This design comes from an exercise in tuning for small area and a short achievable clock period on the open sky130 flow, not from production work. The RTL was checked by simulation tests, not by an equivalence proof against the original design. Power figures rest on the tool's default switching activity, not on a simulated workload.

==> trial 98 <==
==> flow/design.v <==
module engines(clk, rst, a_1, a_2, a_3, b_1, b_2, b_3, P1_en, P2_en, mux_reset, c_sel, sel_m, Rs, Q, Vs, Vc, T);
  input clk, rst;
  input [7:0] a_1, a_2, a_3;
  input [7:0] b_1, b_2, b_3;
  input [1:0] sel_m;
  input mux_reset, P1_en;
  input [2:0] c_sel;
  input [1:0] P2_en;
  output reg [7:0] Rs, Q, Vs, Vc, T;
  wire e_s = sel_m == 2'b01, e_3 = sel_m == 2'b10, e_2 = sel_m == 2'b11;
  reg [1:0] sd1, sd2, sd3;
  reg [7:0] X11, X12, X13, X21, X22, X23, X31, X32;
  reg [7:0] B11, B12, B13, B21, B22, B23, B31, B32, B33;
  reg [7:0] D11, D12, D21, D22;
  reg [7:0] PPQ, PPS;
  reg [7:0] c0, c1, c2, c3;
  wire g3_1 = sd1 == 2'b10, g2_1 = sd1 == 2'b11;
  wire g3_2 = sd2 == 2'b10, g2_2 = sd2 == 2'b11;
  wire g3_3 = sd3 == 2'b10;
  wire [7:0] BB11 = g3_1 ? B11 : g2_1 ? D11 : 8'd0;
  wire [7:0] BB12 = g3_2 ? B12 : g2_2 ? D12 : 8'd0;
  wire [7:0] BB13 = g3_3 ? B13 : 8'd0;
  wire [7:0] BB21 = g3_1 ? B21 : g2_1 ? D21 : 8'd0;
  wire [7:0] BB22 = g3_2 ? B22 : g2_2 ? D22 : 8'd0;
  wire [7:0] BB23 = g3_3 ? B23 : 8'd0;
  wire [7:0] M11 = X11 * BB11, M12 = X12 * BB12, M13 = X13 * BB13;
  wire [7:0] M21 = X21 * BB21, M22 = X22 * BB22, M23 = X23 * BB23;
  wire [7:0] M3_11 = sd1[0] ? 8'd0 : M11, M2_11 = sd1[0] ? M11 : 8'd0;
  wire [7:0] M3_12 = sd2[0] ? 8'd0 : M12, M2_12 = sd2[0] ? M12 : 8'd0;
  wire [7:0] M3_21 = sd1[0] ? 8'd0 : M21, M2_21 = sd1[0] ? M21 : 8'd0;
  wire [7:0] M3_22 = sd2[0] ? 8'd0 : M22, M2_22 = sd2[0] ? M22 : 8'd0;
  wire [7:0] PPQn = M3_11 + M3_12 + M13;
  wire [7:0] PPSn = M2_11 + M2_12;
  wire [7:0] Qn = PPQ + M3_21 + M3_22 + M23;
  wire [7:0] S = PPS + M2_21 + M2_22;
  wire [7:0] Bn31 = P1_en ? B21 : B31;
  wire [7:0] Bn32 = P1_en ? B22 : B32;
  wire [7:0] Bn33 = P1_en ? B23 : B33;
  wire [7:0] Bn31g = e_3 ? Bn31 : 8'd0;
  wire [7:0] X31g = g3_1 ? X31 : 8'd0;
  wire [7:0] X32g = g3_2 ? X32 : 8'd0;
  wire [7:0] Vsn, Vcn;
  function [15:0] csa;   
    input [7:0] x, y, z;
    csa = {x ^ y ^ z, ((x & y) | (x & z) | (y & z)) << 1};
  endfunction
  wire [7:0] r [0:23];
  genvar g;
  generate for (g = 0; g < 8; g = g + 1) begin: pp
    assign r[g]      = (a_3 & {8{Bn31g[g]}}) << g;
    assign r[g + 8]  = (X31g & {8{Bn32[g]}}) << g;
    assign r[g + 16] = (X32g & {8{Bn33[g]}}) << g;
  end endgenerate
  wire [7:0] l1 [0:15];
  generate for (g = 0; g < 8; g = g + 1) begin: L1
    assign {l1[2*g], l1[2*g+1]} = csa(r[3*g], r[3*g+1], r[3*g+2]);
  end endgenerate
  wire [7:0] l2 [0:10];
  generate for (g = 0; g < 5; g = g + 1) begin: L2
    assign {l2[2*g], l2[2*g+1]} = csa(l1[3*g], l1[3*g+1], l1[3*g+2]);
  end endgenerate
  assign l2[10] = l1[15];
  wire [7:0] l3 [0:7];
  generate for (g = 0; g < 3; g = g + 1) begin: L3
    assign {l3[2*g], l3[2*g+1]} = csa(l2[3*g], l2[3*g+1], l2[3*g+2]);
  end endgenerate
  assign l3[6] = l2[9]; assign l3[7] = l2[10];
  wire [7:0] l4 [0:5];
  generate for (g = 0; g < 2; g = g + 1) begin: L4
    assign {l4[2*g], l4[2*g+1]} = csa(l3[3*g], l3[3*g+1], l3[3*g+2]);
  end endgenerate
  assign l4[4] = l3[6]; assign l4[5] = l3[7];
  wire [7:0] l5 [0:3];
  generate for (g = 0; g < 2; g = g + 1) begin: L5
    assign {l5[2*g], l5[2*g+1]} = csa(l4[3*g], l4[3*g+1], l4[3*g+2]);
  end endgenerate
  wire [7:0] l6a, l6b;
  assign {l6a, l6b} = csa(l5[0], l5[1], l5[2]);
  assign {Vsn, Vcn} = csa(l6a, l6b, l5[3]);
  wire [7:0] b1s = e_s ? b_1 : 8'd0;
  wire [7:0] Rsn = (mux_reset ? 8'd0 : Rs) + a_1 * b1s;
  reg [7:0] slot;
  always @(*) case (c_sel[1:0])
    2'd0: slot = c0; 2'd1: slot = c1; 2'd2: slot = c2; default: slot = c3;
  endcase
  wire [7:0] acc = slot + S;
  always @(posedge clk or posedge rst) begin
    if (rst) begin
      sd1 <= 0; sd2 <= 0; sd3 <= 0;
      X11 <= 0; X12 <= 0; X13 <= 0; X21 <= 0; X22 <= 0; X23 <= 0; X31 <= 0; X32 <= 0;
      B11 <= 0; B12 <= 0; B13 <= 0; B21 <= 0; B22 <= 0; B23 <= 0; B31 <= 0; B32 <= 0; B33 <= 0;
      D11 <= 0; D12 <= 0; D21 <= 0; D22 <= 0;
      PPQ <= 0; PPS <= 0;
      Rs <= 0; Q <= 0; Vs <= 0; Vc <= 0;
      c0 <= 0; c1 <= 0; c2 <= 0; c3 <= 0; T <= 0;
    end else begin
      sd1 <= sel_m; sd2 <= sd1; sd3 <= sd2;
      X11 <= a_1; X12 <= X11; X13 <= X12;
      X21 <= a_2; X22 <= X21; X23 <= X22;
      X31 <= a_3; X32 <= X31;
      if (P1_en) begin
        B11 <= e_3 ? b_1 : 8'd0; B12 <= e_3 ? b_2 : 8'd0; B13 <= e_3 ? b_3 : 8'd0;
        B21 <= B11; B22 <= B12; B23 <= B13;
      end
      B31 <= Bn31; B32 <= Bn32; B33 <= Bn33;
      if (P2_en[0]) begin D11 <= e_2 ? b_1 : 8'd0; D12 <= e_2 ? b_2 : 8'd0; end
      if (P2_en[1]) begin D21 <= D11; D22 <= D12; end
      PPQ <= PPQn; PPS <= PPSn;
      Rs <= Rsn; Q <= Qn; Vs <= Vsn; Vc <= Vcn;
      if (c_sel[2]) begin
        T <= acc;
        case (c_sel[1:0])
          2'd0: c0 <= acc; 2'd1: c1 <= acc; 2'd2: c2 <= acc; default: c3 <= acc;
        endcase
      end else T <= 8'd0;
    end
  end
endmodule
module computation_module(clk, rst, a_1, a_2, a_3, b_1, b_2, b_3, P1_en, P2_en, mux_reset, c_sel, sel_m, out);
  input clk, rst;
  input [7:0] a_1, a_2, a_3;
  input [7:0] b_1, b_2, b_3;
  input [1:0] sel_m;
  input mux_reset, P1_en;
  input [2:0] c_sel;
  input [1:0] P2_en;
  output reg [7:0] out;
  wire [7:0] Rs, Q, Vs, Vc, T;
  engines u_e(clk, rst, a_1, a_2, a_3, b_1, b_2, b_3, P1_en, P2_en, mux_reset, c_sel, sel_m, Rs, Q, Vs, Vc, T);
  function [15:0] csa;   
    input [7:0] x, y, z;
    csa = {x ^ y ^ z, ((x & y) | (x & z) | (y & z)) << 1};
  endfunction
  wire [7:0] os, oc;
  assign {os, oc} = csa(Q, Vs, Vc);
  wire [7:0] o3 = os + oc;
  always @(*) case (sel_m)
    2'b00: out = 8'd0;
    2'b01: out = Rs;
    2'b10: out = o3;
    default: out = T;
  endcase
endmodule
==> flow/flow/run.sh <==
#!/bin/bash
set -euo pipefail
cd "$(dirname "$0")/.."
bash standard.sh ADDER_MAP_FILE= SETUP_SLACK_MARGIN=5.6 "BUFFER_PORTS_ARGS=-buffer_cell sky130_fd_sc_hd__buf_4" finish > standard_flow.log 2>&1
==> flow/standard.sh <==
#!/bin/bash
# synth_recipe.tcl (not shown) runs the flow's synth.tcl, then flattens the netlist and writes it again
# the make line also repeats each setting of config.mk as NAME=value (left out here)
make -C /OpenROAD-flow-scripts/flow DESIGN_CONFIG=/design/flow/config.mk WORK_HOME=/design/flow/orfs CLKGATE_MAP_FILE= SYNTH_SCRIPT=/design/flow/synth_recipe.tcl "${@:-finish}"
==> flow/config.mk <==
export PLATFORM = sky130hd
export DESIGN_NAME = computation_module
export DESIGN_NICKNAME = computation_module
export VERILOG_FILES = /design/flow/design.v
export SDC_FILE = /design/flow/constraint.sdc
export NUM_CORES = 4
export LEC_CHECK = 0
export ABC_AREA = 1
export CAP_MARGIN = 20
export CORE_MARGIN = 2
export CORE_UTILIZATION = 70
export CTS_BUF_LIST = sky130_fd_sc_hd__clkbuf_8
export CTS_CLUSTER_SIZE = 30
export SLEW_MARGIN = 20
export SYNTH_HIERARCHICAL = 1
==> flow/constraint.sdc <==
create_clock -name core_clock -period 11.0 [get_ports {clk}]
set_input_delay 2.2000 -clock core_clock [delete_from_list [all_inputs] [get_ports {clk}]]
set_output_delay 2.2000 -clock core_clock [all_outputs]
set_load 0.01 [all_outputs]
==> trial 15: changes against trial 98 <==
==> flow/design.v, changed modules only <==
module mul8(a, b, p);
  input [7:0] a, b;
  output [7:0] p;
  assign p = a * b;
endmodule
module mul8cs(a, b, s, c);
  input [7:0] a, b;
  output [7:0] s, c;
  function [15:0] csa;   
    input [7:0] x, y, z;
    csa = {x ^ y ^ z, ((x & y) | (x & z) | (y & z)) << 1};
  endfunction
  wire [7:0] r0 = b[0] ? a : 8'd0;
  wire [7:0] r1 = b[1] ? {a[6:0], 1'b0} : 8'd0;
  wire [7:0] r2 = b[2] ? {a[5:0], 2'b0} : 8'd0;
  wire [7:0] r3 = b[3] ? {a[4:0], 3'b0} : 8'd0;
  wire [7:0] r4 = b[4] ? {a[3:0], 4'b0} : 8'd0;
  wire [7:0] r5 = b[5] ? {a[2:0], 5'b0} : 8'd0;
  wire [7:0] r6 = b[6] ? {a[1:0], 6'b0} : 8'd0;
  wire [7:0] r7 = b[7] ? {a[0], 7'b0} : 8'd0;
  wire [7:0] s1, c1, s2, c2, s3, c3, s4, c4, s5, c5;
  assign {s1, c1} = csa(r0, r1, r2);
  assign {s2, c2} = csa(r3, r4, r5);
  assign {s3, c3} = csa(r6, r7, s1);
  assign {s4, c4} = csa(c1, s2, c2);
  assign {s5, c5} = csa(s3, c3, s4);
  assign {s, c} = csa(s5, c5, c4);
endmodule
module vlate(a3, b31, x31, b32, x32, b33, s, c);
  input [7:0] a3, b31, x31, b32, x32, b33;
  output [7:0] s, c;
  function [15:0] csa;   
    input [7:0] x, y, z;
    csa = {x ^ y ^ z, ((x & y) | (x & z) | (y & z)) << 1};
  endfunction
  wire [7:0] r [0:23];
  genvar g;
  generate for (g = 0; g < 8; g = g + 1) begin: pp
    assign r[g]      = (a3  & {8{b31[g]}}) << g;
    assign r[g + 8]  = (x31 & {8{b32[g]}}) << g;
    assign r[g + 16] = (x32 & {8{b33[g]}}) << g;
  end endgenerate
  wire [7:0] l1 [0:15];
  generate for (g = 0; g < 8; g = g + 1) begin: L1
    assign {l1[2*g], l1[2*g+1]} = csa(r[3*g], r[3*g+1], r[3*g+2]);
  end endgenerate
  wire [7:0] l2 [0:10];
  generate for (g = 0; g < 5; g = g + 1) begin: L2
    assign {l2[2*g], l2[2*g+1]} = csa(l1[3*g], l1[3*g+1], l1[3*g+2]);
  end endgenerate
  assign l2[10] = l1[15];
  wire [7:0] l3 [0:7];
  generate for (g = 0; g < 3; g = g + 1) begin: L3
    assign {l3[2*g], l3[2*g+1]} = csa(l2[3*g], l2[3*g+1], l2[3*g+2]);
  end endgenerate
  assign l3[6] = l2[9]; assign l3[7] = l2[10];
  wire [7:0] l4 [0:5];
  generate for (g = 0; g < 2; g = g + 1) begin: L4
    assign {l4[2*g], l4[2*g+1]} = csa(l3[3*g], l3[3*g+1], l3[3*g+2]);
  end endgenerate
  assign l4[4] = l3[6]; assign l4[5] = l3[7];
  wire [7:0] l5 [0:3];
  generate for (g = 0; g < 2; g = g + 1) begin: L5
    assign {l5[2*g], l5[2*g+1]} = csa(l4[3*g], l4[3*g+1], l4[3*g+2]);
  end endgenerate
  wire [7:0] l6a, l6b;
  assign {l6a, l6b} = csa(l5[0], l5[1], l5[2]);
  assign {s, c} = csa(l6a, l6b, l5[3]);
endmodule
module sernext(p, a, b, y);
  input [7:0] p, a, b;
  output [7:0] y;
  assign y = p + a * b;
endmodule
module add3(x, y, z, o);
  input [7:0] x, y, z;
  output [7:0] o;
  function [15:0] csa;   
    input [7:0] x, y, z;
    csa = {x ^ y ^ z, ((x & y) | (x & z) | (y & z)) << 1};
  endfunction
  wire [7:0] s, c;
  assign {s, c} = csa(x, y, z);
  assign o = s + c;
endmodule
module sum9(v0, v1, v2, v3, v4, v5, v6, v7, v8, o);
  input [7:0] v0, v1, v2, v3, v4, v5, v6, v7, v8;
  output [7:0] o;
  function [15:0] csa;   
    input [7:0] x, y, z;
    csa = {x ^ y ^ z, ((x & y) | (x & z) | (y & z)) << 1};
  endfunction
  wire [7:0] s1, c1, s2, c2, s3, c3, s4, c4, s5, c5, s6, c6, s7, c7;
  assign {s1, c1} = csa(v0, v1, v2);
  assign {s2, c2} = csa(v3, v4, v5);
  assign {s3, c3} = csa(v6, v7, v8);
  assign {s4, c4} = csa(s1, c1, s2);
  assign {s5, c5} = csa(c2, s3, c3);
  assign {s6, c6} = csa(s4, c4, s5);
  assign {s7, c7} = csa(s6, c6, c5);
  assign o = s7 + c7;
endmodule
module red6(v0, v1, v2, v3, v4, v5, s, c);
  input [7:0] v0, v1, v2, v3, v4, v5;
  output [7:0] s, c;
  function [15:0] csa;   
    input [7:0] x, y, z;
    csa = {x ^ y ^ z, ((x & y) | (x & z) | (y & z)) << 1};
  endfunction
  wire [7:0] s1, c1, s2, c2, s3, c3;
  assign {s1, c1} = csa(v0, v1, v2);
  assign {s2, c2} = csa(v3, v4, v5);
  assign {s3, c3} = csa(s1, c1, s2);
  assign {s, c} = csa(s3, c3, c2);
endmodule
module computation_module(clk, rst, a_1, a_2, a_3, b_1, b_2, b_3, P1_en, P2_en, mux_reset, c_sel, sel_m, out);
  input clk, rst;
  input [7:0] a_1, a_2, a_3;
  input [7:0] b_1, b_2, b_3;
  input [1:0] sel_m;
  input mux_reset, P1_en;
  input [2:0] c_sel;
  input [1:0] P2_en;
  output reg [7:0] out;
  wire e_s = sel_m == 2'b01, e_3 = sel_m == 2'b10, e_2 = sel_m == 2'b11;
  reg [1:0] sd1, sd2, sd3;
  reg [7:0] X11, X12, X13, X21, X22, X23, X31, X32;
  reg [7:0] B11, B12, B13, B21, B22, B23, B31, B32, B33;
  reg [7:0] D11, D12, D21, D22;
  reg [7:0] PP21, PP22, PP23;
  reg [7:0] Rs, Q, Vs, Vc;
  reg [7:0] c0, c1, c2, c3, T;
  wire g3_1 = sd1 == 2'b10, g2_1 = sd1 == 2'b11;
  wire g3_2 = sd2 == 2'b10, g2_2 = sd2 == 2'b11;
  wire g3_3 = sd3 == 2'b10;
  wire [7:0] BB11 = g3_1 ? B11 : g2_1 ? D11 : 8'd0;
  wire [7:0] BB12 = g3_2 ? B12 : g2_2 ? D12 : 8'd0;
  wire [7:0] BB13 = g3_3 ? B13 : 8'd0;
  wire [7:0] BB21 = g3_1 ? B21 : g2_1 ? D21 : 8'd0;
  wire [7:0] BB22 = g3_2 ? B22 : g2_2 ? D22 : 8'd0;
  wire [7:0] BB23 = g3_3 ? B23 : 8'd0;
  wire [7:0] M11, M12, M13, M21s, M21c, M22s, M22c, M23s, M23c;
  mul8 u_m11(X11, BB11, M11);
  mul8 u_m12(X12, BB12, M12);
  mul8 u_m13(X13, BB13, M13);
  mul8cs u_m21(X21, BB21, M21s, M21c);
  mul8cs u_m22(X22, BB22, M22s, M22c);
  mul8cs u_m23(X23, BB23, M23s, M23c);
  wire [7:0] P3_21 = sd2[0] ? 8'd0 : PP21, P2_21 = sd2[0] ? PP21 : 8'd0;
  wire [7:0] P3_22 = sd3[0] ? 8'd0 : PP22, P2_22 = sd3[0] ? PP22 : 8'd0;
  wire [7:0] M3_21s = sd1[0] ? 8'd0 : M21s, M2_21s = sd1[0] ? M21s : 8'd0;
  wire [7:0] M3_21c = sd1[0] ? 8'd0 : M21c, M2_21c = sd1[0] ? M21c : 8'd0;
  wire [7:0] M3_22s = sd2[0] ? 8'd0 : M22s, M2_22s = sd2[0] ? M22s : 8'd0;
  wire [7:0] M3_22c = sd2[0] ? 8'd0 : M22c, M2_22c = sd2[0] ? M22c : 8'd0;
  wire [7:0] Qn, Ss, Sc;
  sum9 u_q(P3_21, P3_22, PP23, M3_21s, M3_21c, M3_22s, M3_22c, M23s, M23c, Qn);
  red6 u_s(P2_21, P2_22, M2_21s, M2_21c, M2_22s, M2_22c, Ss, Sc);
  wire [7:0] Bn31 = P1_en ? B21 : B31;
  wire [7:0] Bn32 = P1_en ? B22 : B32;
  wire [7:0] Bn33 = P1_en ? B23 : B33;
  wire [7:0] Bn31g = e_3 ? Bn31 : 8'd0;
  wire [7:0] X31g = g3_1 ? X31 : 8'd0;
  wire [7:0] X32g = g3_2 ? X32 : 8'd0;
  wire [7:0] Vsn, Vcn;
  vlate u_v(a_3, Bn31g, X31g, Bn32, X32g, Bn33, Vsn, Vcn);
  wire [7:0] b1s = e_s ? b_1 : 8'd0;
  wire [7:0] Rsn;
  sernext u_r(mux_reset ? 8'd0 : Rs, a_1, b1s, Rsn);
  reg [7:0] slot;
  always @(*) case (c_sel[1:0])
    2'd0: slot = c0; 2'd1: slot = c1; 2'd2: slot = c2; default: slot = c3;
  endcase
  wire [7:0] acc;
  add3 u_acc(slot, Ss, Sc, acc);
  always @(posedge clk or posedge rst) begin
    if (rst) begin
      sd1 <= 0; sd2 <= 0; sd3 <= 0;
      X11 <= 0; X12 <= 0; X13 <= 0; X21 <= 0; X22 <= 0; X23 <= 0; X31 <= 0; X32 <= 0;
      B11 <= 0; B12 <= 0; B13 <= 0; B21 <= 0; B22 <= 0; B23 <= 0; B31 <= 0; B32 <= 0; B33 <= 0;
      D11 <= 0; D12 <= 0; D21 <= 0; D22 <= 0;
      PP21 <= 0; PP22 <= 0; PP23 <= 0;
      Rs <= 0; Q <= 0; Vs <= 0; Vc <= 0;
      c0 <= 0; c1 <= 0; c2 <= 0; c3 <= 0; T <= 0;
    end else begin
      sd1 <= sel_m; sd2 <= sd1; sd3 <= sd2;
      X11 <= a_1; X12 <= X11; X13 <= X12;
      X21 <= a_2; X22 <= X21; X23 <= X22;
      X31 <= a_3; X32 <= X31;
      if (P1_en) begin
        B11 <= e_3 ? b_1 : 8'd0; B12 <= e_3 ? b_2 : 8'd0; B13 <= e_3 ? b_3 : 8'd0;
        B21 <= B11; B22 <= B12; B23 <= B13;
      end
      B31 <= Bn31; B32 <= Bn32; B33 <= Bn33;
      if (P2_en[0]) begin D11 <= e_2 ? b_1 : 8'd0; D12 <= e_2 ? b_2 : 8'd0; end
      if (P2_en[1]) begin D21 <= D11; D22 <= D12; end
      PP21 <= M11; PP22 <= M12; PP23 <= M13;
      Rs <= Rsn; Q <= Qn; Vs <= Vsn; Vc <= Vcn;
      if (c_sel[2]) begin
        T <= acc;
        case (c_sel[1:0])
          2'd0: c0 <= acc; 2'd1: c1 <= acc; 2'd2: c2 <= acc; default: c3 <= acc;
        endcase
      end else T <= 8'd0;
    end
  end
  wire [7:0] o3;
  add3 u_o3(Q, Vs, Vc, o3);
  always @(*) case (sel_m)
    2'b00: out = 8'd0;
    2'b01: out = Rs;
    2'b10: out = o3;
    default: out = T;
  endcase
endmodule
// module engines removed
==> flow/flow/run.sh (replaced) <==
#!/bin/bash
set -euo pipefail
cd "$(dirname "$0")/.."
bash standard.sh ADDER_MAP_FILE= "BUFFER_PORTS_ARGS=-buffer_cell sky130_fd_sc_hd__buf_4" finish > standard_flow.log 2>&1
CORE_UTILIZATION = 60   (was 70)
CTS_BUF_LIST = unset   (was sky130_fd_sc_hd__clkbuf_8)
CTS_CLUSTER_SIZE = unset   (was 30)
SETUP_SLACK_MARGIN = 5   (was unset)
==> build 56: changes against trial 98 <==
CORE_UTILIZATION = 60   (was 70)
==> summary.txt <==
quantity                                                            trial 98        build 56        trial 15
Status                                                        finished clean  finished clean  finished clean
Sequential power share                                                 0.344           0.359           0.334
Standard-cell row count                                                   66              72              80
Cells after Synth                                                       3766            3766            4894
Fmax                                                               189.3 MHz       189.7 MHz       183.5 MHz
Total die area                                                     34610 um2       40250 um2       49460 um2
Cell Area, Synth                                                   23200 um2       23200 um2       28610 um2
Post-synth top area share                                             0.2794          0.2794          0.2633
Pwr Total                                                            3514 uW         3348 uW         3672 uW
Routed length on met3                                                5592 um         3513 um         2805 um
Sinks on the clock net                                                   259             259             270
Beginning of the critical path                                      sel_m[0]        sel_m[1]        sel_m[1]
Tap Count                                                                442             518             615
Multi-input logic area                                             14390 um2       14330 um2       18180 um2
Fraction of area in registers                                         0.2530          0.2547          0.2210
WHS Endpoint                                                      u_e.X32[3]      u_e.X32[0]          X32[0]
Largest incremental delay on the critical path                       0.26 ns         0.18 ns         0.33 ns
Final Instance Count excl. Fillers                                      4325            4394            5558
Final net count                                                         3912            3905            4976
Maximum number of pins on one net before global-route repair              96             191             162
Cell count along the critical path                                        27               7               7
Buffers excl. clock                                                       86              79              83
Met2 routing resource usage after global routing                      0.6754          0.5753          0.5207
HPWL after DPL                                                      51160 um        52170 um        57950 um
Routed len/inst                                                     16.03 um        15.18 um        13.02 um

==> re-timing with driven ports <==
The results above use ideal ports. As a check the final layouts listed here were re-extracted and re-timed, cells and wires unchanged.
Step 1 assumes that a clkbuf_16 drives the clock port and a buf_2 every other input.
Step 2 times the ports against the registers' clock, not the clock port: input delays grow and output delays shrink by t, the midpoint of the rising clock arrivals with the driver on.
Three values: ideal, step 1, step 2; two values: the first two.
run	t (ns)	setup slack, ns	worst setup path after step 2
trial 98	0.669	5.717 / 5.674 / 5.041	input to register
trial 15	0.631	5.551 / 5.530 / 4.963	input to register
build 56	0.662	5.729 / 5.697 / 5.119	input to register
After both steps every run listed still meets setup and hold. For trial 98, which loses most, drivers alone change the setup slack by -0.043 ns; drivers and shift together by -0.676 ns.
